From an optimization exercise on the open Yosys and OpenROAD flow, aimed at small area; shortcuts taken in it are not production practice. Only simulation tests tie the RTL to the original design; equivalence was not proved. Power is estimated from default activity; no workload was simulated.

// ee354_2048
module ee354_2048(Clk, Reset, q_I, q_Wait, q_Up, q_Down, q_Right, q_Left, q_Win, q_Lose, up, down, left, right, hCount, vCount, rgb, background, bright);
Size: about 1100 cells after synthesis, ~71 flip-flops, ~59 I/O pins.
==> flow/config.mk <==
export PLATFORM = sky130hd
export DESIGN_NAME = ee354_2048
export DESIGN_NICKNAME = ee354_2048
export VERILOG_FILES = /design/flow/design.v
export SDC_FILE = /design/flow/constraint.sdc
export NUM_CORES = 4
export LEC_CHECK = 0
export CAP_MARGIN = 20
export CORE_MARGIN = 2
export CORE_UTILIZATION = 40
export SLEW_MARGIN = 20
==> flow/constraint.sdc <==
create_clock -name core_clock -period 15.0 [get_ports {Clk}]
set_input_delay 3.0000 -clock core_clock [delete_from_list [all_inputs] [get_ports {Clk}]]
set_output_delay 3.0000 -clock core_clock [all_outputs]
set_load 0.01 [all_outputs]
standard.sh (not shown) runs the stock make flow with config.mk's settings and CLKGATE_MAP_FILE= SYNTH_SCRIPT=/design/flow/synth_recipe.tcl, a recipe that flattens the netlist after the stock synthesis.
==> flow/flow/run.sh <==
#!/bin/bash
# Layout flow: the standard layout, with the synthesis step run by the standard flow's own
# synthesis script but an area-oriented ABC mapping script (area.abc) in place of
# ORFS's speed script. Everything before and after ABC (flip-flop mapping, flattening,
# renaming) is the standard flow's synthesis unchanged, so the registers keep their names and cells.
# The later steps are the standard.sh with smaller port buffers, no timing-driven
# global placement and smaller clock-tree buffers (clkbuf_8).
set -euo pipefail
W=$(pwd)
export AREA_ABC_SCRIPT="$W/flow/area.abc"
export FLOW_SYNTH_TCL="$W/synth_recipe.tcl"
make -C "$FLOW_HOME" DESIGN_CONFIG="$W/config.mk" WORK_HOME="$W/orfs" CLKGATE_MAP_FILE= \
    SYNTH_SCRIPT="$W/flow/synth_area.tcl" synth > "$W/synth.log" 2>&1
bash "$W/standard.sh" \
    "BUFFER_PORTS_ARGS=-buffer_cell sky130_fd_sc_hd__buf_1" \
    GPL_TIMING_DRIVEN=0 \
    "CTS_ARGS=-sink_clustering_enable -repair_clock_nets -dont_use_dummy_load -buf_list sky130_fd_sc_hd__clkbuf_8" \
    CAP_MARGIN=10 SLEW_MARGIN=10 \
    finish > "$W/layout.log" 2>&1
==> flow/flow/area.abc <==
strash
&get -n
&fraig -x
&put
scorr
dc2
dretime
strash
dc2
balance
rewrite
refactor
balance
rewrite
rewrite -z
balance
refactor -z
rewrite -z
balance
dc2
balance
rewrite
refactor
balance
rewrite
rewrite -z
balance
refactor -z
rewrite -z
balance
&get -n
&deepsyn -T 300
&dch -f -C 32
&nf -R 1000 -p -C 32
&put
==> flow/flow/synth_area.tcl <==
# synth_recipe.tcl with ORFS's ABC call redirected to the area script in AREA_ABC_SCRIPT,
# and no extraction of half and full adders (ABC maps that logic with the rest)
proc abc {args} {
  set i [lsearch -exact $args -script]
  if { $i >= 0 } {
    set args [lreplace $args [expr { $i + 1 }] [expr { $i + 1 }] $::env(AREA_ABC_SCRIPT)]
  }
  puts "area abc: $args"
  yosys abc {*}$args
}
# leave half and full adders to ABC
proc extract_fa {args} { puts "extract_fa skipped" }
source $::env(FLOW_SYNTH_TCL)
Next try:
--- a/flow/flow/run.sh
+++ b/flow/flow/run.sh
@@ -5,5 +5,5 @@
 # renaming) is the standard flow's synthesis unchanged, so the registers keep their names and cells.
 # The later steps are the standard.sh with smaller port buffers, no timing-driven
-# global placement and smaller clock-tree buffers (clkbuf_8).
+# global placement and smaller clock-tree buffers (clkbuf_8) and a denser floorplan.
 set -euo pipefail
 W=$(pwd)
@@ -16,4 +16,4 @@
     GPL_TIMING_DRIVEN=0 \
     "CTS_ARGS=-sink_clustering_enable -repair_clock_nets -dont_use_dummy_load -buf_list sky130_fd_sc_hd__clkbuf_8" \
-    CAP_MARGIN=10 SLEW_MARGIN=10 \
+    CAP_MARGIN=10 SLEW_MARGIN=10 CORE_UTILIZATION=60 \
     finish > "$W/layout.log" 2>&1
--- a/flow/flow/area.abc
+++ b/flow/flow/area.abc
@@ -32,4 +32,4 @@
 &deepsyn -T 300
 &dch -f -C 32
-&nf -R 1000 -p -C 32
+&nf -R 1000 -p -C 32 -F 8 -A 4 -E 10
 &put
--- a/flow/flow/synth_area.tcl
+++ b/flow/flow/synth_area.tcl
@@ -11,3 +11,5 @@
 # leave half and full adders to ABC
 proc extract_fa {args} { puts "extract_fa skipped" }
+# the smallest buffer for output ports that share a net (they get port buffers later)
+set ::env(MIN_BUF_CELL_AND_PORTS) "sky130_fd_sc_hd__buf_1 A X"
 source $::env(FLOW_SYNTH_TCL)
The changed run completed with no timing, DRC or antenna violations.
Routed wire length fell by 13%.
Power is lower by 42%.
Global-route usage rose by 11 points.
Non-clock buffer count fell by 2.
Combinational power decreases by 85%.

-- re-timing with driven ports --
The flow's constraints put no driver on any port. The routed layouts listed below were extracted and timed again, unchanged, in two steps.
Step 1, drivers: a clkbuf_16 drives Clk and a buf_2 each remaining input, both assumed.
Step 2, shift: input delay + t, output delay - t, t = (earliest + latest rising clock arrival at the registers) / 2. This alone moves slack from input paths to output paths.
Slacks: ideal ports / drivers / drivers and shift; pairs: ideal ports / drivers.
run	t, ns	slack for setup (ns)	latest minus earliest clock arrival (ns)
the first run	0.409	0.705 / 0.663 / 1.072	0.021 / 0.020
the second run	0.394	0.814 / 0.783 / 1.177	0.025 / 0.025
After both steps setup and hold are still met in every run listed.
